Source: an optimization exercise on an open RTL-to-GDS flow (aim: small area and a short achievable clock period). Production flows keep margins and buffers that such runs may drop. Function was checked by simulation only, so behaviour that the tests miss may differ from the original.

[flow/design.v]
module fa (input logic a, b, c, output logic s, co);
  assign s = a ^ b ^ c;
  assign co = (a & b) | (a & c) | (b & c);
endmodule
module ha (input logic a, b, output logic s, co);
  assign s = a ^ b;
  assign co = a & b;
endmodule
module multiplier (input logic [15:0] x, y, output logic [15:0] p);
  logic b1_1;
  logic b2_2;
  logic bn_3;
  logic xn4;
  logic xn5;
  logic xn6;
  logic xn7;
  logic xn8;
  logic xn9;
  logic xn10;
  logic xn11;
  logic xn12;
  logic xn13;
  logic xn14;
  logic xn15;
  logic xn16;
  logic xn17;
  logic xn18;
  logic xn19;
  logic xn20;
  logic pp21;
  logic pp22;
  logic pp23;
  logic pp24;
  logic pp25;
  logic pp26;
  logic pp27;
  logic pp28;
  logic pp29;
  logic pp30;
  logic pp31;
  logic pp32;
  logic pp33;
  logic pp34;
  logic pp35;
  logic pp36;
  logic pp37;
  logic pp38;
  logic b1_39;
  logic b2_40;
  logic bn_41;
  logic xn42;
  logic xn43;
  logic xn44;
  logic xn45;
  logic xn46;
  logic xn47;
  logic xn48;
  logic xn49;
  logic xn50;
  logic xn51;
  logic xn52;
  logic xn53;
  logic xn54;
  logic xn55;
  logic xn56;
  logic xn57;
  logic xn58;
  logic pp59;
  logic pp60;
  logic pp61;
  logic pp62;
  logic pp63;
  logic pp64;
  logic pp65;
  logic pp66;
  logic pp67;
  logic pp68;
  logic pp69;
  logic pp70;
  logic pp71;
  logic pp72;
  logic pp73;
  logic pp74;
  logic pp75;
  logic pp76;
  logic b1_77;
  logic b2_78;
  logic bn_79;
  logic xn80;
  logic xn81;
  logic xn82;
  logic xn83;
  logic xn84;
  logic xn85;
  logic xn86;
  logic xn87;
  logic xn88;
  logic xn89;
  logic xn90;
  logic xn91;
  logic xn92;
  logic xn93;
  logic xn94;
  logic xn95;
  logic xn96;
  logic pp97;
  logic pp98;
  logic pp99;
  logic pp100;
  logic pp101;
  logic pp102;
  logic pp103;
  logic pp104;
  logic pp105;
  logic pp106;
  logic pp107;
  logic pp108;
  logic pp109;
  logic pp110;
  logic pp111;
  logic pp112;
  logic pp113;
  logic pp114;
  logic b1_115;
  logic b2_116;
  logic bn_117;
  logic xn118;
  logic xn119;
  logic xn120;
  logic xn121;
  logic xn122;
  logic xn123;
  logic xn124;
  logic xn125;
  logic xn126;
  logic xn127;
  logic xn128;
  logic xn129;
  logic xn130;
  logic xn131;
  logic xn132;
  logic xn133;
  logic xn134;
  logic pp135;
  logic pp136;
  logic pp137;
  logic pp138;
  logic pp139;
  logic pp140;
  logic pp141;
  logic pp142;
  logic pp143;
  logic pp144;
  logic pp145;
  logic pp146;
  logic pp147;
  logic pp148;
  logic pp149;
  logic pp150;
  logic pp151;
  logic pp152;
  logic b1_153;
  logic b2_154;
  logic bn_155;
  logic xn156;
  logic xn157;
  logic xn158;
  logic xn159;
  logic xn160;
  logic xn161;
  logic xn162;
  logic xn163;
  logic xn164;
  logic xn165;
  logic xn166;
  logic xn167;
  logic xn168;
  logic xn169;
  logic xn170;
  logic xn171;
  logic xn172;
  logic pp173;
  logic pp174;
  logic pp175;
  logic pp176;
  logic pp177;
  logic pp178;
  logic pp179;
  logic pp180;
  logic pp181;
  logic pp182;
  logic pp183;
  logic pp184;
  logic pp185;
  logic pp186;
  logic pp187;
  logic pp188;
  logic pp189;
  logic pp190;
  logic b1_191;
  logic b2_192;
  logic bn_193;
  logic xn194;
  logic xn195;
  logic xn196;
  logic xn197;
  logic xn198;
  logic xn199;
  logic xn200;
  logic xn201;
  logic xn202;
  logic xn203;
  logic xn204;
  logic xn205;
  logic xn206;
  logic xn207;
  logic xn208;
  logic xn209;
  logic xn210;
  logic pp211;
  logic pp212;
  logic pp213;
  logic pp214;
  logic pp215;
  logic pp216;
  logic pp217;
  logic pp218;
  logic pp219;
  logic pp220;
  logic pp221;
  logic pp222;
  logic pp223;
  logic pp224;
  logic pp225;
  logic pp226;
  logic pp227;
  logic pp228;
  logic b1_229;
  logic b2_230;
  logic bn_231;
  logic xn232;
  logic xn233;
  logic xn234;
  logic xn235;
  logic xn236;
  logic xn237;
  logic xn238;
  logic xn239;
  logic xn240;
  logic xn241;
  logic xn242;
  logic xn243;
  logic xn244;
  logic xn245;
  logic xn246;
  logic xn247;
  logic xn248;
  logic pp249;
  logic pp250;
  logic pp251;
  logic pp252;
  logic pp253;
  logic pp254;
  logic pp255;
  logic pp256;
  logic pp257;
  logic pp258;
  logic pp259;
  logic pp260;
  logic pp261;
  logic pp262;
  logic pp263;
  logic pp264;
  logic pp265;
  logic pp266;
  logic b1_267;
  logic b2_268;
  logic bn_269;
  logic xn270;
  logic xn271;
  logic xn272;
  logic xn273;
  logic xn274;
  logic xn275;
  logic xn276;
  logic xn277;
  logic xn278;
  logic xn279;
  logic xn280;
  logic xn281;
  logic xn282;
  logic xn283;
  logic xn284;
  logic xn285;
  logic xn286;
  logic pp287;
  logic pp288;
  logic pp289;
  logic pp290;
  logic pp291;
  logic pp292;
  logic pp293;
  logic pp294;
  logic pp295;
  logic pp296;
  logic pp297;
  logic pp298;
  logic pp299;
  logic pp300;
  logic pp301;
  logic pp302;
  logic pp303;
  logic pp304;
  logic pp305;
  logic pp306;
  logic pp307;
  logic pp308;
  logic pp309;
  logic pp310;
  logic pp311;
  logic pp312;
  logic pp313;
  logic pp314;
  logic pp315;
  logic pp316;
  logic pp317;
  logic pp318;
  logic pp319;
  logic pp320;
  logic s321;
  logic c322;
  logic s323;
  logic c324;
  logic s325;
  logic c326;
  logic s327;
  logic c328;
  logic s329;
  logic c330;
  logic s331;
  logic c332;
  logic s333;
  logic c334;
  logic s335;
  logic c336;
  logic s337;
  logic c338;
  logic s339;
  logic c340;
  logic s341;
  logic c342;
  logic s343;
  logic c344;
  logic s345;
  logic c346;
  logic s347;
  logic c348;
  logic s349;
  logic c350;
  logic s351;
  logic c352;
  logic s353;
  logic c354;
  logic s355;
  logic c356;
  logic s357;
  logic c358;
  logic s359;
  logic c360;
  logic s361;
  logic c362;
  logic s363;
  logic c364;
  logic s365;
  logic c366;
  logic s367;
  logic c368;
  logic s369;
  logic c370;
  logic s371;
  logic c372;
  logic s373;
  logic c374;
  logic s375;
  logic c376;
  logic s377;
  logic c378;
  logic s379;
  logic c380;
  logic s381;
  logic c382;
  logic s383;
  logic c384;
  logic s385;
  logic c386;
  logic s387;
  logic c388;
  logic s389;
  logic c390;
  logic s391;
  logic c392;
  logic s393;
  logic c394;
  logic s395;
  logic c396;
  logic s397;
  logic c398;
  logic s399;
  logic c400;
  logic s401;
  logic c402;
  logic s403;
  logic c404;
  logic s405;
  logic c406;
  logic s407;
  logic c408;
  logic s409;
  logic c410;
  logic s411;
  logic c412;
  logic s413;
  logic c414;
  logic s415;
  logic c416;
  logic s417;
  logic c418;
  logic s419;
  logic c420;
  logic s421;
  logic c422;
  logic s423;
  logic c424;
  logic s425;
  logic c426;
  logic s427;
  logic c428;
  logic s429;
  logic c430;
  logic s431;
  logic c432;
  logic s433;
  logic c434;
  logic s435;
  logic c436;
  logic s437;
  logic c438;
  logic s439;
  logic c440;
  logic s441;
  logic c442;
  logic s443;
  logic c444;
  logic s445;
  logic c446;
  logic s447;
  logic c448;
  logic s449;
  logic c450;
  logic s451;
  logic c452;
  logic s453;
  logic c454;
  logic s455;
  logic c456;
  logic s457;
  logic c458;
  logic s459;
  logic c460;
  logic s461;
  logic c462;
  logic s463;
  logic c464;
  logic s465;
  logic c466;
  logic s467;
  logic c468;
  logic s469;
  logic c470;
  logic s471;
  logic c472;
  logic s473;
  logic c474;
  logic s475;
  logic c476;
  logic s477;
  logic c478;
  logic s479;
  logic c480;
  logic s481;
  logic c482;
  logic s483;
  logic c484;
  logic s485;
  logic c486;
  logic s487;
  logic c488;
  logic s489;
  logic c490;
  logic s491;
  logic c492;
  logic s493;
  logic c494;
  logic s495;
  logic c496;
  logic s497;
  logic c498;
  logic s499;
  logic c500;
  logic s501;
  logic c502;
  logic s503;
  logic c504;
  logic s505;
  logic c506;
  logic s507;
  logic c508;
  logic s509;
  logic c510;
  logic s511;
  logic c512;
  logic s513;
  logic c514;
  logic s515;
  logic c516;
  logic s517;
  logic c518;
  logic s519;
  logic c520;
  logic s521;
  logic c522;
  logic s523;
  logic c524;
  logic s525;
  logic c526;
  logic s527;
  logic c528;
  logic s529;
  logic c530;
  logic s531;
  logic c532;
  logic s533;
  logic c534;
  logic s535;
  logic c536;
  logic s537;
  logic c538;
  logic s539;
  logic c540;
  logic s541;
  logic c542;
  logic s543;
  logic c544;
  logic s545;
  logic c546;
  logic s547;
  logic c548;
  logic s549;
  logic c550;
  logic s551;
  logic c552;
  logic s553;
  logic c554;
  logic s555;
  logic c556;
  logic s557;
  logic c558;
  logic s559;
  logic c560;
  logic s561;
  logic c562;
  logic s563;
  logic c564;
  logic s565;
  logic c566;
  logic s567;
  logic c568;
  logic s569;
  logic c570;
  logic s571;
  logic c572;
  logic s573;
  logic c574;
  logic s575;
  logic c576;
  logic s577;
  logic c578;
  logic s579;
  logic c580;
  logic s581;
  logic c582;
  logic s583;
  logic c584;
  assign b1_1 = y[0] ^ 1'b0;
  assign b2_2 = (y[1] & ~y[0] & ~1'b0) | (~y[1] & y[0] & 1'b0);
  assign bn_3 = y[1] & ~(y[0] & 1'b0);
  assign xn4 = x[0] ^ bn_3;
  assign xn5 = x[1] ^ bn_3;
  assign xn6 = x[2] ^ bn_3;
  assign xn7 = x[3] ^ bn_3;
  assign xn8 = x[4] ^ bn_3;
  assign xn9 = x[5] ^ bn_3;
  assign xn10 = x[6] ^ bn_3;
  assign xn11 = x[7] ^ bn_3;
  assign xn12 = x[8] ^ bn_3;
  assign xn13 = x[9] ^ bn_3;
  assign xn14 = x[10] ^ bn_3;
  assign xn15 = x[11] ^ bn_3;
  assign xn16 = x[12] ^ bn_3;
  assign xn17 = x[13] ^ bn_3;
  assign xn18 = x[14] ^ bn_3;
  assign xn19 = x[15] ^ bn_3;
  assign xn20 = 1'b0 ^ bn_3;
  assign pp21 = (b1_1 & xn4) | (b2_2 & bn_3);
  assign pp22 = (b1_1 & xn5) | (b2_2 & xn4);
  assign pp23 = (b1_1 & xn6) | (b2_2 & xn5);
  assign pp24 = (b1_1 & xn7) | (b2_2 & xn6);
  assign pp25 = (b1_1 & xn8) | (b2_2 & xn7);
  assign pp26 = (b1_1 & xn9) | (b2_2 & xn8);
  assign pp27 = (b1_1 & xn10) | (b2_2 & xn9);
  assign pp28 = (b1_1 & xn11) | (b2_2 & xn10);
  assign pp29 = (b1_1 & xn12) | (b2_2 & xn11);
  assign pp30 = (b1_1 & xn13) | (b2_2 & xn12);
  assign pp31 = (b1_1 & xn14) | (b2_2 & xn13);
  assign pp32 = (b1_1 & xn15) | (b2_2 & xn14);
  assign pp33 = (b1_1 & xn16) | (b2_2 & xn15);
  assign pp34 = (b1_1 & xn17) | (b2_2 & xn16);
  assign pp35 = (b1_1 & xn18) | (b2_2 & xn17);
  assign pp36 = (b1_1 & xn19) | (b2_2 & xn18);
  assign pp37 = (b1_1 & xn20) | (b2_2 & xn19);
  assign pp38 = ~bn_3;
  assign b1_39 = y[2] ^ y[1];
  assign b2_40 = (y[3] & ~y[2] & ~y[1]) | (~y[3] & y[2] & y[1]);
  assign bn_41 = y[3] & ~(y[2] & y[1]);
  assign xn42 = x[0] ^ bn_41;
  assign xn43 = x[1] ^ bn_41;
  assign xn44 = x[2] ^ bn_41;
  assign xn45 = x[3] ^ bn_41;
  assign xn46 = x[4] ^ bn_41;
  assign xn47 = x[5] ^ bn_41;
  assign xn48 = x[6] ^ bn_41;
  assign xn49 = x[7] ^ bn_41;
  assign xn50 = x[8] ^ bn_41;
  assign xn51 = x[9] ^ bn_41;
  assign xn52 = x[10] ^ bn_41;
  assign xn53 = x[11] ^ bn_41;
  assign xn54 = x[12] ^ bn_41;
  assign xn55 = x[13] ^ bn_41;
  assign xn56 = x[14] ^ bn_41;
  assign xn57 = x[15] ^ bn_41;
  assign xn58 = 1'b0 ^ bn_41;
  assign pp59 = (b1_39 & xn42) | (b2_40 & bn_41);
  assign pp60 = (b1_39 & xn43) | (b2_40 & xn42);
  assign pp61 = (b1_39 & xn44) | (b2_40 & xn43);
  assign pp62 = (b1_39 & xn45) | (b2_40 & xn44);
  assign pp63 = (b1_39 & xn46) | (b2_40 & xn45);
  assign pp64 = (b1_39 & xn47) | (b2_40 & xn46);
  assign pp65 = (b1_39 & xn48) | (b2_40 & xn47);
  assign pp66 = (b1_39 & xn49) | (b2_40 & xn48);
  assign pp67 = (b1_39 & xn50) | (b2_40 & xn49);
  assign pp68 = (b1_39 & xn51) | (b2_40 & xn50);
  assign pp69 = (b1_39 & xn52) | (b2_40 & xn51);
  assign pp70 = (b1_39 & xn53) | (b2_40 & xn52);
  assign pp71 = (b1_39 & xn54) | (b2_40 & xn53);
  assign pp72 = (b1_39 & xn55) | (b2_40 & xn54);
  assign pp73 = (b1_39 & xn56) | (b2_40 & xn55);
  assign pp74 = (b1_39 & xn57) | (b2_40 & xn56);
  assign pp75 = (b1_39 & xn58) | (b2_40 & xn57);
  assign pp76 = ~bn_41;
  assign b1_77 = y[4] ^ y[3];
  assign b2_78 = (y[5] & ~y[4] & ~y[3]) | (~y[5] & y[4] & y[3]);
  assign bn_79 = y[5] & ~(y[4] & y[3]);
  assign xn80 = x[0] ^ bn_79;
  assign xn81 = x[1] ^ bn_79;
  assign xn82 = x[2] ^ bn_79;
  assign xn83 = x[3] ^ bn_79;
  assign xn84 = x[4] ^ bn_79;
  assign xn85 = x[5] ^ bn_79;
  assign xn86 = x[6] ^ bn_79;
  assign xn87 = x[7] ^ bn_79;
  assign xn88 = x[8] ^ bn_79;
  assign xn89 = x[9] ^ bn_79;
  assign xn90 = x[10] ^ bn_79;
  assign xn91 = x[11] ^ bn_79;
  assign xn92 = x[12] ^ bn_79;
  assign xn93 = x[13] ^ bn_79;
  assign xn94 = x[14] ^ bn_79;
  assign xn95 = x[15] ^ bn_79;
  assign xn96 = 1'b0 ^ bn_79;
  assign pp97 = (b1_77 & xn80) | (b2_78 & bn_79);
  assign pp98 = (b1_77 & xn81) | (b2_78 & xn80);
  assign pp99 = (b1_77 & xn82) | (b2_78 & xn81);
  assign pp100 = (b1_77 & xn83) | (b2_78 & xn82);
  assign pp101 = (b1_77 & xn84) | (b2_78 & xn83);
  assign pp102 = (b1_77 & xn85) | (b2_78 & xn84);
  assign pp103 = (b1_77 & xn86) | (b2_78 & xn85);
  assign pp104 = (b1_77 & xn87) | (b2_78 & xn86);
  assign pp105 = (b1_77 & xn88) | (b2_78 & xn87);
  assign pp106 = (b1_77 & xn89) | (b2_78 & xn88);
  assign pp107 = (b1_77 & xn90) | (b2_78 & xn89);
  assign pp108 = (b1_77 & xn91) | (b2_78 & xn90);
  assign pp109 = (b1_77 & xn92) | (b2_78 & xn91);
  assign pp110 = (b1_77 & xn93) | (b2_78 & xn92);
  assign pp111 = (b1_77 & xn94) | (b2_78 & xn93);
  assign pp112 = (b1_77 & xn95) | (b2_78 & xn94);
  assign pp113 = (b1_77 & xn96) | (b2_78 & xn95);
  assign pp114 = ~bn_79;
  assign b1_115 = y[6] ^ y[5];
  assign b2_116 = (y[7] & ~y[6] & ~y[5]) | (~y[7] & y[6] & y[5]);
  assign bn_117 = y[7] & ~(y[6] & y[5]);
  assign xn118 = x[0] ^ bn_117;
  assign xn119 = x[1] ^ bn_117;
  assign xn120 = x[2] ^ bn_117;
  assign xn121 = x[3] ^ bn_117;
  assign xn122 = x[4] ^ bn_117;
  assign xn123 = x[5] ^ bn_117;
  assign xn124 = x[6] ^ bn_117;
  assign xn125 = x[7] ^ bn_117;
  assign xn126 = x[8] ^ bn_117;
  assign xn127 = x[9] ^ bn_117;
  assign xn128 = x[10] ^ bn_117;
  assign xn129 = x[11] ^ bn_117;
  assign xn130 = x[12] ^ bn_117;
  assign xn131 = x[13] ^ bn_117;
  assign xn132 = x[14] ^ bn_117;
  assign xn133 = x[15] ^ bn_117;
  assign xn134 = 1'b0 ^ bn_117;
  assign pp135 = (b1_115 & xn118) | (b2_116 & bn_117);
  assign pp136 = (b1_115 & xn119) | (b2_116 & xn118);
  assign pp137 = (b1_115 & xn120) | (b2_116 & xn119);
  assign pp138 = (b1_115 & xn121) | (b2_116 & xn120);
  assign pp139 = (b1_115 & xn122) | (b2_116 & xn121);
  assign pp140 = (b1_115 & xn123) | (b2_116 & xn122);
  assign pp141 = (b1_115 & xn124) | (b2_116 & xn123);
  assign pp142 = (b1_115 & xn125) | (b2_116 & xn124);
  assign pp143 = (b1_115 & xn126) | (b2_116 & xn125);
  assign pp144 = (b1_115 & xn127) | (b2_116 & xn126);
  assign pp145 = (b1_115 & xn128) | (b2_116 & xn127);
  assign pp146 = (b1_115 & xn129) | (b2_116 & xn128);
  assign pp147 = (b1_115 & xn130) | (b2_116 & xn129);
  assign pp148 = (b1_115 & xn131) | (b2_116 & xn130);
  assign pp149 = (b1_115 & xn132) | (b2_116 & xn131);
  assign pp150 = (b1_115 & xn133) | (b2_116 & xn132);
  assign pp151 = (b1_115 & xn134) | (b2_116 & xn133);
  assign pp152 = ~bn_117;
  assign b1_153 = y[8] ^ y[7];
  assign b2_154 = (y[9] & ~y[8] & ~y[7]) | (~y[9] & y[8] & y[7]);
  assign bn_155 = y[9] & ~(y[8] & y[7]);
  assign xn156 = x[0] ^ bn_155;
  assign xn157 = x[1] ^ bn_155;
  assign xn158 = x[2] ^ bn_155;
  assign xn159 = x[3] ^ bn_155;
  assign xn160 = x[4] ^ bn_155;
  assign xn161 = x[5] ^ bn_155;
  assign xn162 = x[6] ^ bn_155;
  assign xn163 = x[7] ^ bn_155;
  assign xn164 = x[8] ^ bn_155;
  assign xn165 = x[9] ^ bn_155;
  assign xn166 = x[10] ^ bn_155;
  assign xn167 = x[11] ^ bn_155;
  assign xn168 = x[12] ^ bn_155;
  assign xn169 = x[13] ^ bn_155;
  assign xn170 = x[14] ^ bn_155;
  assign xn171 = x[15] ^ bn_155;
  assign xn172 = 1'b0 ^ bn_155;
  assign pp173 = (b1_153 & xn156) | (b2_154 & bn_155);
  assign pp174 = (b1_153 & xn157) | (b2_154 & xn156);
  assign pp175 = (b1_153 & xn158) | (b2_154 & xn157);
  assign pp176 = (b1_153 & xn159) | (b2_154 & xn158);
  assign pp177 = (b1_153 & xn160) | (b2_154 & xn159);
  assign pp178 = (b1_153 & xn161) | (b2_154 & xn160);
  assign pp179 = (b1_153 & xn162) | (b2_154 & xn161);
  assign pp180 = (b1_153 & xn163) | (b2_154 & xn162);
  assign pp181 = (b1_153 & xn164) | (b2_154 & xn163);
  assign pp182 = (b1_153 & xn165) | (b2_154 & xn164);
  assign pp183 = (b1_153 & xn166) | (b2_154 & xn165);
  assign pp184 = (b1_153 & xn167) | (b2_154 & xn166);
  assign pp185 = (b1_153 & xn168) | (b2_154 & xn167);
  assign pp186 = (b1_153 & xn169) | (b2_154 & xn168);
  assign pp187 = (b1_153 & xn170) | (b2_154 & xn169);
  assign pp188 = (b1_153 & xn171) | (b2_154 & xn170);
  assign pp189 = (b1_153 & xn172) | (b2_154 & xn171);
  assign pp190 = ~bn_155;
  assign b1_191 = y[10] ^ y[9];
  assign b2_192 = (y[11] & ~y[10] & ~y[9]) | (~y[11] & y[10] & y[9]);
  assign bn_193 = y[11] & ~(y[10] & y[9]);
  assign xn194 = x[0] ^ bn_193;
  assign xn195 = x[1] ^ bn_193;
  assign xn196 = x[2] ^ bn_193;
  assign xn197 = x[3] ^ bn_193;
  assign xn198 = x[4] ^ bn_193;
  assign xn199 = x[5] ^ bn_193;
  assign xn200 = x[6] ^ bn_193;
  assign xn201 = x[7] ^ bn_193;
  assign xn202 = x[8] ^ bn_193;
  assign xn203 = x[9] ^ bn_193;
  assign xn204 = x[10] ^ bn_193;
  assign xn205 = x[11] ^ bn_193;
  assign xn206 = x[12] ^ bn_193;
  assign xn207 = x[13] ^ bn_193;
  assign xn208 = x[14] ^ bn_193;
  assign xn209 = x[15] ^ bn_193;
  assign xn210 = 1'b0 ^ bn_193;
  assign pp211 = (b1_191 & xn194) | (b2_192 & bn_193);
  assign pp212 = (b1_191 & xn195) | (b2_192 & xn194);
  assign pp213 = (b1_191 & xn196) | (b2_192 & xn195);
  assign pp214 = (b1_191 & xn197) | (b2_192 & xn196);
  assign pp215 = (b1_191 & xn198) | (b2_192 & xn197);
  assign pp216 = (b1_191 & xn199) | (b2_192 & xn198);
  assign pp217 = (b1_191 & xn200) | (b2_192 & xn199);
  assign pp218 = (b1_191 & xn201) | (b2_192 & xn200);
  assign pp219 = (b1_191 & xn202) | (b2_192 & xn201);
  assign pp220 = (b1_191 & xn203) | (b2_192 & xn202);
  assign pp221 = (b1_191 & xn204) | (b2_192 & xn203);
  assign pp222 = (b1_191 & xn205) | (b2_192 & xn204);
  assign pp223 = (b1_191 & xn206) | (b2_192 & xn205);
  assign pp224 = (b1_191 & xn207) | (b2_192 & xn206);
  assign pp225 = (b1_191 & xn208) | (b2_192 & xn207);
  assign pp226 = (b1_191 & xn209) | (b2_192 & xn208);
  assign pp227 = (b1_191 & xn210) | (b2_192 & xn209);
  assign pp228 = ~bn_193;
  assign b1_229 = y[12] ^ y[11];
  assign b2_230 = (y[13] & ~y[12] & ~y[11]) | (~y[13] & y[12] & y[11]);
  assign bn_231 = y[13] & ~(y[12] & y[11]);
  assign xn232 = x[0] ^ bn_231;
  assign xn233 = x[1] ^ bn_231;
  assign xn234 = x[2] ^ bn_231;
  assign xn235 = x[3] ^ bn_231;
  assign xn236 = x[4] ^ bn_231;
  assign xn237 = x[5] ^ bn_231;
  assign xn238 = x[6] ^ bn_231;
  assign xn239 = x[7] ^ bn_231;
  assign xn240 = x[8] ^ bn_231;
  assign xn241 = x[9] ^ bn_231;
  assign xn242 = x[10] ^ bn_231;
  assign xn243 = x[11] ^ bn_231;
  assign xn244 = x[12] ^ bn_231;
  assign xn245 = x[13] ^ bn_231;
  assign xn246 = x[14] ^ bn_231;
  assign xn247 = x[15] ^ bn_231;
  assign xn248 = 1'b0 ^ bn_231;
  assign pp249 = (b1_229 & xn232) | (b2_230 & bn_231);
  assign pp250 = (b1_229 & xn233) | (b2_230 & xn232);
  assign pp251 = (b1_229 & xn234) | (b2_230 & xn233);
  assign pp252 = (b1_229 & xn235) | (b2_230 & xn234);
  assign pp253 = (b1_229 & xn236) | (b2_230 & xn235);
  assign pp254 = (b1_229 & xn237) | (b2_230 & xn236);
  assign pp255 = (b1_229 & xn238) | (b2_230 & xn237);
  assign pp256 = (b1_229 & xn239) | (b2_230 & xn238);
  assign pp257 = (b1_229 & xn240) | (b2_230 & xn239);
  assign pp258 = (b1_229 & xn241) | (b2_230 & xn240);
  assign pp259 = (b1_229 & xn242) | (b2_230 & xn241);
  assign pp260 = (b1_229 & xn243) | (b2_230 & xn242);
  assign pp261 = (b1_229 & xn244) | (b2_230 & xn243);
  assign pp262 = (b1_229 & xn245) | (b2_230 & xn244);
  assign pp263 = (b1_229 & xn246) | (b2_230 & xn245);
  assign pp264 = (b1_229 & xn247) | (b2_230 & xn246);
  assign pp265 = (b1_229 & xn248) | (b2_230 & xn247);
  assign pp266 = ~bn_231;
  assign b1_267 = y[14] ^ y[13];
  assign b2_268 = (y[15] & ~y[14] & ~y[13]) | (~y[15] & y[14] & y[13]);
  assign bn_269 = y[15] & ~(y[14] & y[13]);
  assign xn270 = x[0] ^ bn_269;
  assign xn271 = x[1] ^ bn_269;
  assign xn272 = x[2] ^ bn_269;
  assign xn273 = x[3] ^ bn_269;
  assign xn274 = x[4] ^ bn_269;
  assign xn275 = x[5] ^ bn_269;
  assign xn276 = x[6] ^ bn_269;
  assign xn277 = x[7] ^ bn_269;
  assign xn278 = x[8] ^ bn_269;
  assign xn279 = x[9] ^ bn_269;
  assign xn280 = x[10] ^ bn_269;
  assign xn281 = x[11] ^ bn_269;
  assign xn282 = x[12] ^ bn_269;
  assign xn283 = x[13] ^ bn_269;
  assign xn284 = x[14] ^ bn_269;
  assign xn285 = x[15] ^ bn_269;
  assign xn286 = 1'b0 ^ bn_269;
  assign pp287 = (b1_267 & xn270) | (b2_268 & bn_269);
  assign pp288 = (b1_267 & xn271) | (b2_268 & xn270);
  assign pp289 = (b1_267 & xn272) | (b2_268 & xn271);
  assign pp290 = (b1_267 & xn273) | (b2_268 & xn272);
  assign pp291 = (b1_267 & xn274) | (b2_268 & xn273);
  assign pp292 = (b1_267 & xn275) | (b2_268 & xn274);
  assign pp293 = (b1_267 & xn276) | (b2_268 & xn275);
  assign pp294 = (b1_267 & xn277) | (b2_268 & xn276);
  assign pp295 = (b1_267 & xn278) | (b2_268 & xn277);
  assign pp296 = (b1_267 & xn279) | (b2_268 & xn278);
  assign pp297 = (b1_267 & xn280) | (b2_268 & xn279);
  assign pp298 = (b1_267 & xn281) | (b2_268 & xn280);
  assign pp299 = (b1_267 & xn282) | (b2_268 & xn281);
  assign pp300 = (b1_267 & xn283) | (b2_268 & xn282);
  assign pp301 = (b1_267 & xn284) | (b2_268 & xn283);
  assign pp302 = (b1_267 & xn285) | (b2_268 & xn284);
  assign pp303 = (b1_267 & xn286) | (b2_268 & xn285);
  assign pp304 = ~bn_269;
  assign pp305 = x[0] & y[15];
  assign pp306 = x[1] & y[15];
  assign pp307 = x[2] & y[15];
  assign pp308 = x[3] & y[15];
  assign pp309 = x[4] & y[15];
  assign pp310 = x[5] & y[15];
  assign pp311 = x[6] & y[15];
  assign pp312 = x[7] & y[15];
  assign pp313 = x[8] & y[15];
  assign pp314 = x[9] & y[15];
  assign pp315 = x[10] & y[15];
  assign pp316 = x[11] & y[15];
  assign pp317 = x[12] & y[15];
  assign pp318 = x[13] & y[15];
  assign pp319 = x[14] & y[15];
  assign pp320 = x[15] & y[15];
  ha us321 (.a(bn_193), .b(pp103), .s(s321), .co(c322));
  ha us323 (.a(pp104), .b(pp140), .s(s323), .co(c324));
  fa us325 (.a(bn_231), .b(pp105), .c(pp141), .s(s325), .co(c326));
  ha us327 (.a(pp177), .b(pp213), .s(s327), .co(c328));
  fa us329 (.a(pp106), .b(pp142), .c(pp178), .s(s329), .co(c330));
  ha us331 (.a(pp214), .b(pp250), .s(s331), .co(c332));
  fa us333 (.a(bn_269), .b(pp107), .c(pp143), .s(s333), .co(c334));
  fa us335 (.a(pp179), .b(pp215), .c(pp251), .s(s335), .co(c336));
  ha us337 (.a(pp287), .b(pp35), .s(s337), .co(c338));
  fa us339 (.a(pp108), .b(pp144), .c(pp180), .s(s339), .co(c340));
  fa us341 (.a(pp216), .b(pp252), .c(pp288), .s(s341), .co(c342));
  ha us343 (.a(pp36), .b(pp72), .s(s343), .co(c344));
  fa us345 (.a(pp305), .b(pp109), .c(pp145), .s(s345), .co(c346));
  fa us347 (.a(pp181), .b(pp217), .c(pp253), .s(s347), .co(c348));
  fa us349 (.a(pp289), .b(pp37), .c(pp73), .s(s349), .co(c350));
  fa us351 (.a(pp306), .b(bn_3), .c(pp110), .s(s351), .co(c352));
  fa us353 (.a(pp146), .b(pp182), .c(pp218), .s(s353), .co(c354));
  fa us355 (.a(pp254), .b(pp290), .c(pp74), .s(s355), .co(c356));
  fa us357 (.a(pp307), .b(bn_3), .c(pp111), .s(s357), .co(c358));
  fa us359 (.a(pp147), .b(pp183), .c(pp219), .s(s359), .co(c360));
  fa us361 (.a(pp255), .b(pp291), .c(pp75), .s(s361), .co(c362));
  fa us363 (.a(pp308), .b(pp38), .c(pp76), .s(s363), .co(c364));
  fa us365 (.a(pp112), .b(pp148), .c(pp184), .s(s365), .co(c366));
  fa us367 (.a(pp220), .b(pp256), .c(pp292), .s(s367), .co(c368));
  assign s369 = ~(pp309 ^ pp113);
  assign c370 = pp309 | pp113;
  fa us371 (.a(pp149), .b(pp185), .c(pp221), .s(s371), .co(c372));
  ha us373 (.a(pp257), .b(pp293), .s(s373), .co(c374));
  fa us375 (.a(pp310), .b(pp114), .c(pp150), .s(s375), .co(c376));
  fa us377 (.a(pp186), .b(pp222), .c(pp258), .s(s377), .co(c378));
  assign s379 = ~(pp311 ^ pp151);
  assign c380 = pp311 | pp151;
  ha us381 (.a(pp187), .b(pp223), .s(s381), .co(c382));
  fa us383 (.a(pp312), .b(pp152), .c(pp188), .s(s383), .co(c384));
  assign s385 = ~pp313;
  assign c386 = pp313;
  ha us387 (.a(bn_117), .b(pp135), .s(s387), .co(c388));
  ha us389 (.a(pp100), .b(pp136), .s(s389), .co(c390));
  fa us391 (.a(bn_155), .b(pp101), .c(pp137), .s(s391), .co(c392));
  ha us393 (.a(pp173), .b(pp29), .s(s393), .co(c394));
  fa us395 (.a(pp102), .b(pp138), .c(pp174), .s(s395), .co(c396));
  ha us397 (.a(pp30), .b(pp66), .s(s397), .co(c398));
  fa us399 (.a(pp139), .b(pp175), .c(pp211), .s(s399), .co(c400));
  fa us401 (.a(pp31), .b(pp67), .c(s321), .s(s401), .co(c402));
  fa us403 (.a(pp176), .b(pp212), .c(pp32), .s(s403), .co(c404));
  fa us405 (.a(pp68), .b(c322), .c(s323), .s(s405), .co(c406));
  fa us407 (.a(pp249), .b(pp33), .c(pp69), .s(s407), .co(c408));
  fa us409 (.a(c324), .b(s327), .c(s325), .s(s409), .co(c410));
  fa us411 (.a(pp34), .b(pp70), .c(c328), .s(s411), .co(c412));
  fa us413 (.a(s331), .b(c326), .c(s329), .s(s413), .co(c414));
  fa us415 (.a(pp71), .b(c332), .c(s337), .s(s415), .co(c416));
  fa us417 (.a(c330), .b(s333), .c(s335), .s(s417), .co(c418));
  fa us419 (.a(c338), .b(s343), .c(c334), .s(s419), .co(c420));
  fa us421 (.a(c336), .b(s339), .c(s341), .s(s421), .co(c422));
  fa us423 (.a(c344), .b(c340), .c(c342), .s(s423), .co(c424));
  fa us425 (.a(s345), .b(s347), .c(s349), .s(s425), .co(c426));
  fa us427 (.a(c346), .b(c348), .c(c350), .s(s427), .co(c428));
  fa us429 (.a(s351), .b(s353), .c(s355), .s(s429), .co(c430));
  fa us431 (.a(c352), .b(c354), .c(c356), .s(s431), .co(c432));
  fa us433 (.a(s357), .b(s359), .c(s361), .s(s433), .co(c434));
  fa us435 (.a(s363), .b(c358), .c(c360), .s(s435), .co(c436));
  fa us437 (.a(c362), .b(s365), .c(s367), .s(s437), .co(c438));
  fa us439 (.a(c364), .b(s373), .c(c366), .s(s439), .co(c440));
  fa us441 (.a(c368), .b(s369), .c(s371), .s(s441), .co(c442));
  fa us443 (.a(pp294), .b(c374), .c(c370), .s(s443), .co(c444));
  fa us445 (.a(c372), .b(s375), .c(s377), .s(s445), .co(c446));
  fa us447 (.a(pp259), .b(pp295), .c(s381), .s(s447), .co(c448));
  fa us449 (.a(c376), .b(c378), .c(s379), .s(s449), .co(c450));
  fa us451 (.a(pp224), .b(pp260), .c(pp296), .s(s451), .co(c452));
  fa us453 (.a(c382), .b(c380), .c(s383), .s(s453), .co(c454));
  fa us455 (.a(s385), .b(pp189), .c(pp225), .s(s455), .co(c456));
  fa us457 (.a(pp261), .b(pp297), .c(c384), .s(s457), .co(c458));
  fa us459 (.a(pp314), .b(pp190), .c(c386), .s(s459), .co(c460));
  fa us461 (.a(pp226), .b(pp262), .c(pp298), .s(s461), .co(c462));
  assign s463 = ~(pp315 ^ pp227);
  assign c464 = pp315 | pp227;
  ha us465 (.a(pp263), .b(pp299), .s(s465), .co(c466));
  fa us467 (.a(pp316), .b(pp228), .c(pp264), .s(s467), .co(c468));
  assign s469 = ~pp317;
  assign c470 = pp317;
  ha us471 (.a(bn_79), .b(pp25), .s(s471), .co(c472));
  ha us473 (.a(pp26), .b(pp62), .s(s473), .co(c474));
  fa us475 (.a(pp27), .b(pp63), .c(pp99), .s(s475), .co(c476));
  fa us477 (.a(pp28), .b(pp64), .c(c388), .s(s477), .co(c478));
  fa us479 (.a(pp65), .b(c390), .c(s393), .s(s479), .co(c480));
  fa us481 (.a(c394), .b(s397), .c(c392), .s(s481), .co(c482));
  fa us483 (.a(c398), .b(c396), .c(s399), .s(s483), .co(c484));
  fa us485 (.a(c400), .b(s403), .c(c402), .s(s485), .co(c486));
  fa us487 (.a(c404), .b(s407), .c(c406), .s(s487), .co(c488));
  fa us489 (.a(c408), .b(s411), .c(c410), .s(s489), .co(c490));
  fa us491 (.a(c412), .b(s415), .c(c414), .s(s491), .co(c492));
  fa us493 (.a(c416), .b(c418), .c(s419), .s(s493), .co(c494));
  fa us495 (.a(c420), .b(c422), .c(s423), .s(s495), .co(c496));
  fa us497 (.a(c424), .b(c426), .c(s427), .s(s497), .co(c498));
  fa us499 (.a(c428), .b(c430), .c(s431), .s(s499), .co(c500));
  fa us501 (.a(c432), .b(c434), .c(s435), .s(s501), .co(c502));
  fa us503 (.a(c436), .b(c438), .c(s439), .s(s503), .co(c504));
  fa us505 (.a(c440), .b(c442), .c(s443), .s(s505), .co(c506));
  fa us507 (.a(s447), .b(c444), .c(c446), .s(s507), .co(c508));
  fa us509 (.a(s451), .b(c448), .c(c450), .s(s509), .co(c510));
  fa us511 (.a(c452), .b(s455), .c(c454), .s(s511), .co(c512));
  fa us513 (.a(s459), .b(c456), .c(s461), .s(s513), .co(c514));
  fa us515 (.a(c460), .b(s465), .c(c462), .s(s515), .co(c516));
  fa us517 (.a(pp300), .b(c466), .c(c464), .s(s517), .co(c518));
  fa us519 (.a(s469), .b(pp265), .c(pp301), .s(s519), .co(c520));
  fa us521 (.a(pp318), .b(pp266), .c(c470), .s(s521), .co(c522));
  assign s523 = ~pp319;
  assign c524 = pp319;
  ha us525 (.a(bn_41), .b(pp23), .s(s525), .co(c526));
  ha us527 (.a(pp24), .b(pp60), .s(s527), .co(c528));
  fa us529 (.a(pp61), .b(pp97), .c(s471), .s(s529), .co(c530));
  fa us531 (.a(pp98), .b(c472), .c(s473), .s(s531), .co(c532));
  fa us533 (.a(c474), .b(s387), .c(s475), .s(s533), .co(c534));
  fa us535 (.a(s389), .b(c476), .c(s477), .s(s535), .co(c536));
  fa us537 (.a(s391), .b(c478), .c(s479), .s(s537), .co(c538));
  fa us539 (.a(s395), .b(c480), .c(s481), .s(s539), .co(c540));
  fa us541 (.a(s401), .b(c482), .c(s483), .s(s541), .co(c542));
  fa us543 (.a(s405), .b(c484), .c(s485), .s(s543), .co(c544));
  fa us545 (.a(s409), .b(c486), .c(s487), .s(s545), .co(c546));
  fa us547 (.a(s413), .b(c488), .c(s489), .s(s547), .co(c548));
  fa us549 (.a(s417), .b(c490), .c(s491), .s(s549), .co(c550));
  fa us551 (.a(s421), .b(c492), .c(s493), .s(s551), .co(c552));
  fa us553 (.a(s425), .b(c494), .c(s495), .s(s553), .co(c554));
  fa us555 (.a(s429), .b(c496), .c(s497), .s(s555), .co(c556));
  fa us557 (.a(s433), .b(c498), .c(s499), .s(s557), .co(c558));
  fa us559 (.a(s437), .b(c500), .c(s501), .s(s559), .co(c560));
  fa us561 (.a(s441), .b(c502), .c(s503), .s(s561), .co(c562));
  fa us563 (.a(s445), .b(c504), .c(s505), .s(s563), .co(c564));
  fa us565 (.a(s449), .b(c506), .c(s507), .s(s565), .co(c566));
  fa us567 (.a(s453), .b(c508), .c(s509), .s(s567), .co(c568));
  fa us569 (.a(s457), .b(c510), .c(s511), .s(s569), .co(c570));
  fa us571 (.a(c458), .b(s513), .c(c512), .s(s571), .co(c572));
  fa us573 (.a(s463), .b(c514), .c(s515), .s(s573), .co(c574));
  fa us575 (.a(s467), .b(c516), .c(s517), .s(s575), .co(c576));
  fa us577 (.a(c468), .b(s519), .c(c518), .s(s577), .co(c578));
  fa us579 (.a(pp302), .b(s521), .c(c520), .s(s579), .co(c580));
  fa us581 (.a(s523), .b(pp303), .c(c522), .s(s581), .co(c582));
  fa us583 (.a(pp320), .b(pp304), .c(c524), .s(s583), .co(c584));
  logic [31:0] ra, rb, sum;
  assign ra = {s583, s581, s579, s577, c574, s573, c570, c568, c566, c564, c562, c560, c558, c556, c554, c552, c550, c548, c546, c544, c542, c540, c538, c536, c534, c532, c530, c528, c526, pp59, pp22, bn_3};
  assign rb = {c582, c580, c578, c576, s575, c572, s571, s569, s567, s565, s563, s561, s559, s557, s555, s553, s551, s549, s547, s545, s543, s541, s539, s537, s535, s533, s531, s529, s527, s525, 1'b0, pp21};
  logic [31:0] g0, p0;
  assign g0 = ra & rb;
  assign p0 = ra ^ rb;
  logic gg1_1, pp1_1;
  assign gg1_1 = g0[1] | (p0[1] & g0[0]);
  assign pp1_1 = p0[1] & p0[0];
  logic gg1_3, pp1_3;
  assign gg1_3 = g0[3] | (p0[3] & g0[2]);
  assign pp1_3 = p0[3] & p0[2];
  logic gg1_5, pp1_5;
  assign gg1_5 = g0[5] | (p0[5] & g0[4]);
  assign pp1_5 = p0[5] & p0[4];
  logic gg1_7, pp1_7;
  assign gg1_7 = g0[7] | (p0[7] & g0[6]);
  assign pp1_7 = p0[7] & p0[6];
  logic gg1_9, pp1_9;
  assign gg1_9 = g0[9] | (p0[9] & g0[8]);
  assign pp1_9 = p0[9] & p0[8];
  logic gg1_11, pp1_11;
  assign gg1_11 = g0[11] | (p0[11] & g0[10]);
  assign pp1_11 = p0[11] & p0[10];
  logic gg1_13, pp1_13;
  assign gg1_13 = g0[13] | (p0[13] & g0[12]);
  assign pp1_13 = p0[13] & p0[12];
  logic gg1_15, pp1_15;
  assign gg1_15 = g0[15] | (p0[15] & g0[14]);
  assign pp1_15 = p0[15] & p0[14];
  logic gg1_17, pp1_17;
  assign gg1_17 = g0[17] | (p0[17] & g0[16]);
  assign pp1_17 = p0[17] & p0[16];
  logic gg1_19, pp1_19;
  assign gg1_19 = g0[19] | (p0[19] & g0[18]);
  assign pp1_19 = p0[19] & p0[18];
  logic gg1_21, pp1_21;
  assign gg1_21 = g0[21] | (p0[21] & g0[20]);
  assign pp1_21 = p0[21] & p0[20];
  logic gg1_23, pp1_23;
  assign gg1_23 = g0[23] | (p0[23] & g0[22]);
  assign pp1_23 = p0[23] & p0[22];
  logic gg1_25, pp1_25;
  assign gg1_25 = g0[25] | (p0[25] & g0[24]);
  assign pp1_25 = p0[25] & p0[24];
  logic gg1_27, pp1_27;
  assign gg1_27 = g0[27] | (p0[27] & g0[26]);
  assign pp1_27 = p0[27] & p0[26];
  logic gg1_29, pp1_29;
  assign gg1_29 = g0[29] | (p0[29] & g0[28]);
  assign pp1_29 = p0[29] & p0[28];
  logic gg1_31, pp1_31;
  assign gg1_31 = g0[31] | (p0[31] & g0[30]);
  assign pp1_31 = p0[31] & p0[30];
  logic gg2_3, pp2_3;
  assign gg2_3 = gg1_3 | (pp1_3 & gg1_1);
  assign pp2_3 = pp1_3 & pp1_1;
  logic gg2_7, pp2_7;
  assign gg2_7 = gg1_7 | (pp1_7 & gg1_5);
  assign pp2_7 = pp1_7 & pp1_5;
  logic gg2_11, pp2_11;
  assign gg2_11 = gg1_11 | (pp1_11 & gg1_9);
  assign pp2_11 = pp1_11 & pp1_9;
  logic gg2_15, pp2_15;
  assign gg2_15 = gg1_15 | (pp1_15 & gg1_13);
  assign pp2_15 = pp1_15 & pp1_13;
  logic gg2_19, pp2_19;
  assign gg2_19 = gg1_19 | (pp1_19 & gg1_17);
  assign pp2_19 = pp1_19 & pp1_17;
  logic gg2_23, pp2_23;
  assign gg2_23 = gg1_23 | (pp1_23 & gg1_21);
  assign pp2_23 = pp1_23 & pp1_21;
  logic gg2_27, pp2_27;
  assign gg2_27 = gg1_27 | (pp1_27 & gg1_25);
  assign pp2_27 = pp1_27 & pp1_25;
  logic gg2_31, pp2_31;
  assign gg2_31 = gg1_31 | (pp1_31 & gg1_29);
  assign pp2_31 = pp1_31 & pp1_29;
  logic gg3_7, pp3_7;
  assign gg3_7 = gg2_7 | (pp2_7 & gg2_3);
  assign pp3_7 = pp2_7 & pp2_3;
  logic gg3_15, pp3_15;
  assign gg3_15 = gg2_15 | (pp2_15 & gg2_11);
  assign pp3_15 = pp2_15 & pp2_11;
  logic gg3_23, pp3_23;
  assign gg3_23 = gg2_23 | (pp2_23 & gg2_19);
  assign pp3_23 = pp2_23 & pp2_19;
  logic gg3_31, pp3_31;
  assign gg3_31 = gg2_31 | (pp2_31 & gg2_27);
  assign pp3_31 = pp2_31 & pp2_27;
  logic gg4_15, pp4_15;
  assign gg4_15 = gg3_15 | (pp3_15 & gg3_7);
  assign pp4_15 = pp3_15 & pp3_7;
  logic gg4_31, pp4_31;
  assign gg4_31 = gg3_31 | (pp3_31 & gg3_23);
  assign pp4_31 = pp3_31 & pp3_23;
  logic gg5_31, pp5_31;
  assign gg5_31 = gg4_31 | (pp4_31 & gg4_15);
  assign pp5_31 = pp4_31 & pp4_15;
  logic gg7_23, pp7_23;
  assign gg7_23 = gg3_23 | (pp3_23 & gg4_15);
  assign pp7_23 = pp3_23 & pp4_15;
  logic gg8_11, pp8_11;
  assign gg8_11 = gg2_11 | (pp2_11 & gg3_7);
  assign pp8_11 = pp2_11 & pp3_7;
  logic gg8_19, pp8_19;
  assign gg8_19 = gg2_19 | (pp2_19 & gg4_15);
  assign pp8_19 = pp2_19 & pp4_15;
  logic gg8_27, pp8_27;
  assign gg8_27 = gg2_27 | (pp2_27 & gg7_23);
  assign pp8_27 = pp2_27 & pp7_23;
  logic gg9_5, pp9_5;
  assign gg9_5 = gg1_5 | (pp1_5 & gg2_3);
  assign pp9_5 = pp1_5 & pp2_3;
  logic gg9_9, pp9_9;
  assign gg9_9 = gg1_9 | (pp1_9 & gg3_7);
  assign pp9_9 = pp1_9 & pp3_7;
  logic gg9_13, pp9_13;
  assign gg9_13 = gg1_13 | (pp1_13 & gg8_11);
  assign pp9_13 = pp1_13 & pp8_11;
  logic gg9_17, pp9_17;
  assign gg9_17 = gg1_17 | (pp1_17 & gg4_15);
  assign pp9_17 = pp1_17 & pp4_15;
  logic gg9_21, pp9_21;
  assign gg9_21 = gg1_21 | (pp1_21 & gg8_19);
  assign pp9_21 = pp1_21 & pp8_19;
  logic gg9_25, pp9_25;
  assign gg9_25 = gg1_25 | (pp1_25 & gg7_23);
  assign pp9_25 = pp1_25 & pp7_23;
  logic gg9_29, pp9_29;
  assign gg9_29 = gg1_29 | (pp1_29 & gg8_27);
  assign pp9_29 = pp1_29 & pp8_27;
  logic gg10_2, pp10_2;
  assign gg10_2 = g0[2] | (p0[2] & gg1_1);
  assign pp10_2 = p0[2] & pp1_1;
  logic gg10_4, pp10_4;
  assign gg10_4 = g0[4] | (p0[4] & gg2_3);
  assign pp10_4 = p0[4] & pp2_3;
  logic gg10_6, pp10_6;
  assign gg10_6 = g0[6] | (p0[6] & gg9_5);
  assign pp10_6 = p0[6] & pp9_5;
  logic gg10_8, pp10_8;
  assign gg10_8 = g0[8] | (p0[8] & gg3_7);
  assign pp10_8 = p0[8] & pp3_7;
  logic gg10_10, pp10_10;
  assign gg10_10 = g0[10] | (p0[10] & gg9_9);
  assign pp10_10 = p0[10] & pp9_9;
  logic gg10_12, pp10_12;
  assign gg10_12 = g0[12] | (p0[12] & gg8_11);
  assign pp10_12 = p0[12] & pp8_11;
  logic gg10_14, pp10_14;
  assign gg10_14 = g0[14] | (p0[14] & gg9_13);
  assign pp10_14 = p0[14] & pp9_13;
  logic gg10_16, pp10_16;
  assign gg10_16 = g0[16] | (p0[16] & gg4_15);
  assign pp10_16 = p0[16] & pp4_15;
  logic gg10_18, pp10_18;
  assign gg10_18 = g0[18] | (p0[18] & gg9_17);
  assign pp10_18 = p0[18] & pp9_17;
  logic gg10_20, pp10_20;
  assign gg10_20 = g0[20] | (p0[20] & gg8_19);
  assign pp10_20 = p0[20] & pp8_19;
  logic gg10_22, pp10_22;
  assign gg10_22 = g0[22] | (p0[22] & gg9_21);
  assign pp10_22 = p0[22] & pp9_21;
  logic gg10_24, pp10_24;
  assign gg10_24 = g0[24] | (p0[24] & gg7_23);
  assign pp10_24 = p0[24] & pp7_23;
  logic gg10_26, pp10_26;
  assign gg10_26 = g0[26] | (p0[26] & gg9_25);
  assign pp10_26 = p0[26] & pp9_25;
  logic gg10_28, pp10_28;
  assign gg10_28 = g0[28] | (p0[28] & gg8_27);
  assign pp10_28 = p0[28] & pp8_27;
  logic gg10_30, pp10_30;
  assign gg10_30 = g0[30] | (p0[30] & gg9_29);
  assign pp10_30 = p0[30] & pp9_29;
  assign sum[0] = p0[0];
  assign sum[31:1] = p0[31:1] ^ {gg10_30, gg9_29, gg10_28, gg8_27, gg10_26, gg9_25, gg10_24, gg7_23, gg10_22, gg9_21, gg10_20, gg8_19, gg10_18, gg9_17, gg10_16, gg4_15, gg10_14, gg9_13, gg10_12, gg8_11, gg10_10, gg9_9, gg10_8, gg3_7, gg10_6, gg9_5, gg10_4, gg2_3, gg10_2, gg1_1, g0[0]};
  assign p = sum[30:15];
endmodule
module divider (input logic [15:0] N,D,IA0,IA1,IA2,IA3,
                input logic clk, reset, kSave, nSave, dSave, kNextSel,
                input logic [1:0] muxSelB,
                output logic [15:0] quotient, remainder);
  logic [15:0] n, d, k, left, right, p;
  logic s0, s1, s2, s3, sk;
  assign s0 = ~reset & kNextSel & (D[14:13] == 2'd0);
  assign s1 = ~reset & kNextSel & (D[14:13] == 2'd1);
  assign s2 = ~reset & kNextSel & (D[14:13] == 2'd2);
  assign s3 = ~reset & kNextSel & (D[14:13] == 2'd3);
  assign sk = ~reset & ~kNextSel;
  assign left = ({16{s0}} & IA0) | ({16{s1}} & IA1) | ({16{s2}} & IA2) | ({16{s3}} & IA3)
              | ({16{sk}} & k);
  always_comb
    case (muxSelB)
      2'd0: right = N;
      2'd1: right = D;
      2'd2: right = n;
      default: right = d;
    endcase
  multiplier mult(.x(left), .y(right), .p(p));
  always_ff @(posedge clk) begin
    if (nSave | reset) n <= p;
    if (dSave | reset) d <= p;
    if (kSave | reset) k <= ~(p | {16{reset}});
    if (nSave | reset) quotient <= n & {16{~reset}};
  end
  assign remainder = 16'b0;
endmodule
[flow/flow/run.sh]
#!/bin/bash
# Own layout flow: the standard flow (standard.sh) with these changes:
#  - synthesis keeps the full-adder and half-adder modules (fa, ha) as their own modules so
#    each becomes one sky130 fa/ha cell, and extracts adders only inside them (not in the rest
#    of the logic, e.g. the final carry-lookahead adder); the netlist is then flattened and
#    renamed exactly as the standard synthesis script does;
#  - the remaining logic is mapped with flow/abc.script (ABC map with area recovery, no
#    buffering or sizing: the layout's repair sizes cells with real wire loads);
#  - port buffers are small buf cells instead of the default delay-buffer cell;
#  - timing repair aims for extra setup margin (SETUP_SLACK_MARGIN).
set -euo pipefail
W=$PWD
export SYNTH_KEEP_MODULES="fa ha"
export BUFFER_PORTS_ARGS="-buffer_cell sky130_fd_sc_hd__buf_1"
export ABC_AREA=1
export SETUP_SLACK_MARGIN=8.4
sed 's#^  extract_fa {\*}\[dont_use_extract_fa_args\]$#  extract_fa {*}[dont_use_extract_fa_args] fa ha#' \
  "$FLOW_HOME/scripts/synth.tcl" > "$W/synth_mod.tcl"
grep -q 'extract_fa {\*}\[dont_use_extract_fa_args\] fa ha' "$W/synth_mod.tcl"
# abc: our own mapping script (flow/abc.script) in place of ORFS's
sed -i 's#^  log_cmd abc {\*}\$abc_args$#  set abc_args [lreplace $abc_args 1 1 $::env(OWN_ABC_SCRIPT)]\n&#' "$W/synth_mod.tcl"
grep -q 'OWN_ABC_SCRIPT' "$W/synth_mod.tcl"
export OWN_ABC_SCRIPT="$W/flow/abc.script"
sed "s#\$::env(SCRIPTS_DIR)/synth.tcl#$W/synth_mod.tcl#" "$W/synth_recipe.tcl" > "$W/own_synth.tcl"
grep -q "source $W/synth_mod.tcl" "$W/own_synth.tcl"
sed "s#SYNTH_SCRIPT=[^ ]*#SYNTH_SCRIPT=$W/own_synth.tcl#" "$W/standard.sh" > "$W/own_standard.sh"
grep -q "SYNTH_SCRIPT=$W/own_synth.tcl" "$W/own_standard.sh"
bash "$W/own_standard.sh" > "$W/standard_flow.log" 2>&1
[flow/flow/abc.script]
strash
dch -f
map -a
topo
stime -c
[flow/standard.sh]
#!/bin/bash
# synth_recipe.tcl (not shown) runs the flow's synth.tcl, then flattens the netlist and writes it again
# the make line also repeats each setting of config.mk as NAME=value (left out here)
make -C /OpenROAD-flow-scripts/flow DESIGN_CONFIG=/design/flow/config.mk WORK_HOME=/design/flow/orfs CLKGATE_MAP_FILE= SYNTH_SCRIPT=/design/flow/synth_recipe.tcl "${@:-finish}"
[flow/config.mk]
export PLATFORM = sky130hd
export DESIGN_NAME = divider
export DESIGN_NICKNAME = divider
export VERILOG_FILES = /design/flow/design.v
export SDC_FILE = /design/flow/constraint.sdc
export NUM_CORES = 4
export LEC_CHECK = 0
export CAP_MARGIN = 20
export CORE_MARGIN = 2
export CORE_UTILIZATION = 40
export CTS_BUF_LIST = sky130_fd_sc_hd__clkbuf_8
export SLEW_MARGIN = 20
[flow/constraint.sdc]
create_clock -name core_clock -period 18.0 [get_ports {clk}]
set_input_delay 3.6000 -clock core_clock [delete_from_list [all_inputs] [get_ports {clk}]]
set_output_delay 3.6000 -clock core_clock [all_outputs]
set_load 0.01 [all_outputs]
==> impl.org <==
** Timing
- Final Hold Fails :: 0
- Final Hold Slack :: 0.6032 ns
- Max Clk Rate :: 106.2 MHz
- Final sum of negative setup slack :: 0 ns
- On the final layout, the worst clock skew is 0.007609 ns.
- Number of slew-limit violations in the final report :: 0
- Number of failing setup endpoints in the final timing report :: 0
- Transition time at the pin with the least slew margin :: 0.8021 ns
- Unrepaired setup endpoints after global routing :: no
- The routed design could run at a clock period as short as 9.419 ns.
- Ratio of final minimum period to clock period :: 52.33%
- In this run the tightest slew margin relative to its limit is 46.52%.

** Synthesis
- After Yosys synthesis, and, or, nand and nor cells account for 13.92% of the synthesized area.
- Sequential share of the synthesized area :: 22.18%
- Synthesized-area fraction occupied by ao, oa, aoi and oai cells :: 17.07%
- Mapped Avg Cell Area :: 9.159 µm²
- Of all cell types, the one taking the most synthesized area is sky130_fd_sc_hd__fa_1.
- For this run, the number of Yosys warnings is 1.
- Fraction of synthesized cell area in xor and xnor cells :: 14.66%
- Post-Synth Adder-Cell Area :: 27.41%
- Netlist Area Pre-Place :: 8665 µm²
- The synthesized design devotes to its leading area cell type 24.95% of total area.
- Fraction of synthesized area in multiplexers :: 0%
- Largest family of logic cells by synthesized area :: adder cells
- By area the synthesized netlist is led by sky130_fd_sc_hd__fa_1 (25%), sky130_fd_sc_hd__edfxtp_1 (22%), sky130_fd_sc_hd__xor2_1 (13%), sky130_fd_sc_hd__o22ai_1 (9.2%), sky130_fd_sc_hd__nor2_1 (5.5%).
- Synth Instances :: 946
- Count of state elements after synthesis :: 64
- Post-synthesis cell type count :: 33

** Critical path
- The worst setup path is launched from an input pin.
- Among the stages of the critical path, the cell type that occurs most often is sky130_fd_sc_hd__fa_1.
- Setup Crit Path Kind :: in -> reg
- Cell with the biggest individual delay on the critical path :: sky130_fd_sc_hd__fa_1
- Type of element capturing the critical path :: flop
- Data arrives at the worst endpoint at 9.53 ns.
- Maximum fanout count along the critical path :: 15
- STA puts the critical path data required time at 18.11 ns.
- In this design, the stage delay of the slowest critical-path cell is 0.51 ns.

** Floorplanning
- Initial core utilization :: 40.96%
- The die is 151.2 µm wide.
- Floorplan Core Area :: 21150 µm²
- Die Footprint :: 22860 µm²
- In this run the core area contains 53 standard-cell rows.
- The die is 151.2 µm tall.
- Number of I/O pins :: 136

** Placed design
- Detailed placement ended at an HPWL of 21720 µm.
- In this run the tool buffered the top-level ports with 119 buffer cells.
- The congestion estimate from routability-driven global placement came to 0.9172.

** Clocking
- TritonCTS built the clock tree.
- The tree is rooted in a sky130_fd_sc_hd__clkbuf_8.
- In this run the deepest clock path goes through 2 buffers.
- Clock transition time at the flip-flop clock pins of the worst setup and hold paths :: 0.07 ns
- For the worst-skew pair, the clock arrives at the later sink with an insertion delay of 0.35 ns.
- Clock tree synthesis inserted a total of 9 buffers.
- Clock Sink Count :: 64
- H-tree Lvls :: 3

** Drt
- Total length of routed wires :: 29950 µm
- In the routed design, unresolved DRC markers number 0.
- Routed Antenna Nets :: 0
- DR pass1 iterations :: 5
- Wire per inst :: 20.62 µm
- Drt via density :: 5.690
- Vias after detailed routing :: 8267
- In this run, the number of DRC markers left after iteration 0 of detailed routing was 676.

** Global routing
- Overall Global Routing Usage :: 26.26%
- Wire length of the first global-routing pass :: 45170 µm
- The initial antenna violation count is 0.
- For this run the aggregate overflow at the end of global routing stands at 0.
- Via count of the first global-routing pass :: 8265
- Entering global routing, the biggest net connects 33 pins.

** Job
- Across the run, the number of max-cap violations was 0.

** Worst hold path
- In this run the worst hold path is classified as reg -> reg.

** Status
- The flow ran to the end and the layout has no timing, DRC or antenna violations.

** Finish
- Synthesis-to-finish area growth :: 29.46%
- Number of inserted diodes :: 0
- After the last flow step, the layout net total stands at 1402.
- Share of cells above drive strength 1 :: 20.97%
- Final-layout fill cell count :: 1940
## kinds of logic (layout without fill, tap and decap cells)
logic type / count (synthesis) / after routing
and+or+nand+nor: 291 / 292
AOI/OAI and AO/OA: 227 / 227
xor gates and xnor gates: 145 / 145
adders and majority gates: 125 / 125
buffers and inverters: 93 / 309
DFF: 64 / 64
other: 1 / 16
## per-module statistics from Yosys, one instance, submodules excluded
module   copies in the design  flip-flops and latches  cells  cell area, µm²
ha                         17                       0      1           12.51
divider                     1                      64    821            6290
fa                        108                       0      1           20.02
## routing by layer
layer | vias to the layer above | track usage, % | part of all wire (%)
li1 | 3780 | - | -
met1 | 4087 | 35.57 | 42
met2 | 339 | 43.01 | 49
met3 | 61 | 4.277 | 5.8
met4 | 0 | 8.645 | 2.7
met5 | - | 0 | 0
## final cells by class
type	instances	area (µm²)	area share, %
Multi-Input combinational cell	805	7004	62.44
Sequential cell	64	1922	17.13
Timing Repair Buffer	216	1400	12.48
Tap cell	275	344.1	3.067
Inverter	77	327.8	2.922
Clock buffer	9	123.9	1.104
Clock inverter	7	95.09	0.8477
## flip-flops by register name, summed over array words and instances (netlist names)
register and count:
k 16, quotient 16, n 16, d 16
## metrics by stage
stage / setup WS, ns / util [%] / area (µm²) / std cells
final: 8.581 / 53.03 / 11220 / 1453
after CTS: 8.404 / 49.78 / 10530 / 1415
after global routing: 8.331 / 53.03 / 11220 / 1453
after global placement: 6.674 / 45.32 / 9588 / 1350
after floorplan: 8.440 / - / 8833 / 961
after detailed placement: 6.549 / 45.32 / 9588 / 1350
## Yosys cell counts
| library cell | number |
|---|---|
| sky130_fd_sc_hd__a21boi_0 | 2 |
| sky130_fd_sc_hd__o21a_1 | 1 |
| sky130_fd_sc_hd__nand2_1 | 120 |
| sky130_fd_sc_hd__nor4_1 | 1 |
| sky130_fd_sc_hd__o211ai_1 | 5 |
| sky130_fd_sc_hd__conb_1 | 1 |
| sky130_fd_sc_hd__a211oi_1 | 3 |
| sky130_fd_sc_hd__a21oi_1 | 22 |
| sky130_fd_sc_hd__nor3_1 | 7 |
| sky130_fd_sc_hd__o21ai_0 | 19 |
| sky130_fd_sc_hd__a22o_2 | 9 |
| sky130_fd_sc_hd__xnor2_1 | 19 |
| sky130_fd_sc_hd__o21bai_1 | 4 |
| sky130_fd_sc_hd__xor2_1 | 126 |
| sky130_fd_sc_hd__ha_1 | 17 |
| sky130_fd_sc_hd__edfxtp_1 | 64 |
| sky130_fd_sc_hd__nand3b_1 | 1 |
| sky130_fd_sc_hd__buf_4 | 16 |
| sky130_fd_sc_hd__a22oi_1 | 21 |
| sky130_fd_sc_hd__nand3_1 | 9 |
| sky130_fd_sc_hd__a31oi_1 | 2 |
| sky130_fd_sc_hd__and2_2 | 10 |
| sky130_fd_sc_hd__fa_1 | 108 |
| sky130_fd_sc_hd__or2_2 | 5 |
| sky130_fd_sc_hd__a2111oi_0 | 1 |
| sky130_fd_sc_hd__nand4_1 | 6 |
| sky130_fd_sc_hd__nor2_1 | 126 |
| sky130_fd_sc_hd__o311ai_0 | 1 |
| sky130_fd_sc_hd__a221oi_1 | 9 |
| sky130_fd_sc_hd__o22ai_1 | 127 |
| sky130_fd_sc_hd__and3_2 | 6 |
| sky130_fd_sc_hd__o22a_2 | 1 |
| sky130_fd_sc_hd__clkinv_1 | 77 |
## cells in the final DEF (no fill, tap or decap), types with 6 or more instances in the layout
cell type,Yosys,final
sky130_fd_sc_hd__clkinv_2,0,7
sky130_fd_sc_hd__and2_2,10,9
sky130_fd_sc_hd__nor2_1,126,100
sky130_fd_sc_hd__buf_1,0,114
sky130_fd_sc_hd__o21ai_0,19,17
sky130_fd_sc_hd__nand3_1,9,8
sky130_fd_sc_hd__nand4_1,6,6
sky130_fd_sc_hd__and3_4,0,6
sky130_fd_sc_hd__ha_1,17,17
sky130_fd_sc_hd__nor2_4,0,16
sky130_fd_sc_hd__a21oi_4,0,7
sky130_fd_sc_hd__o22ai_1,127,118
sky130_fd_sc_hd__xor2_1,126,119
sky130_fd_sc_hd__nand2_1,120,114
sky130_fd_sc_hd__fa_1,108,106
sky130_fd_sc_hd__clkbuf_8,0,9
sky130_fd_sc_hd__a22o_2,9,9
sky130_fd_sc_hd__edfxtp_1,64,64
sky130_fd_sc_hd__conb_1,1,16
sky130_fd_sc_hd__buf_12,0,14
sky130_fd_sc_hd__a21oi_1,22,13
sky130_fd_sc_hd__clkinv_1,77,61
sky130_fd_sc_hd__buf_4,16,77
sky130_fd_sc_hd__nor2_2,0,11
sky130_fd_sc_hd__a221oi_2,0,6
sky130_fd_sc_hd__xnor2_1,19,19
sky130_fd_sc_hd__xor2_2,0,6
sky130_fd_sc_hd__o22ai_2,0,9
sky130_fd_sc_hd__inv_4,0,6
sky130_fd_sc_hd__a22oi_1,21,21
## what timing repair did
| action | CTS | global route |
|---|---|---|
| gates resized for setup | 63 | 74 |
| pin swaps | 20 | 31 |
| hold buffers | 0 | 0 |
| buffers inserted | 47 | 38 |
| setup endpoints to repair | 48 | 33 |
| cloned | 2 | 0 |
| hold endpoints to repair | 0 | 0 |
## worst max-delay path, delay by kind of cell
family / cells / cell delay, ns
compound gates: 7 / 0.87
xor+xnor: 2 / 0.45
fa+ha+maj: 4 / 1.84
buf+inv: 5 / 0.63
simple gates: 12 / 2.12
## path summary, 6_finish.rpt
check                       from                     to  slack (ns)  cells after the start
setup / recovery           reset        d[15]$_DFFE_PP_        8.58                     30
hold / removal    n[6]$_DFFE_PP_  quotient[6]$_DFFE_PP_        0.60                      2
setup reg to reg  n[5]$_DFFE_PP_        k[15]$_DFFE_PP_       11.93                     27
hold reg to reg   n[6]$_DFFE_PP_  quotient[6]$_DFFE_PP_        0.60                      2

## re-timing with driven ports
The results above use ideal ports. As a check the final layout listed here was re-extracted and re-timed, cells and wires unchanged.
Step 1 assumes that a clkbuf_16 drives the clock port and a buf_2 every other input.
Step 2, shift: input delay + t, output delay - t, t = (earliest + latest rising clock arrival at the registers) / 2. This alone moves slack from input paths to output paths.
Three values: ideal, step 1, step 2; two values: the first two.
shift t [ns]: 0.373
setup slack, ns: 8.581 / 8.588 / 8.215
hold slack, ns: 0.603 / 0.603 / 0.603
worst data-port slew with drivers (ns): 0.06
After both steps this run still meets setup and hold. For this run, drivers alone change the setup slack by +0.007 ns; drivers and shift together by -0.366 ns.
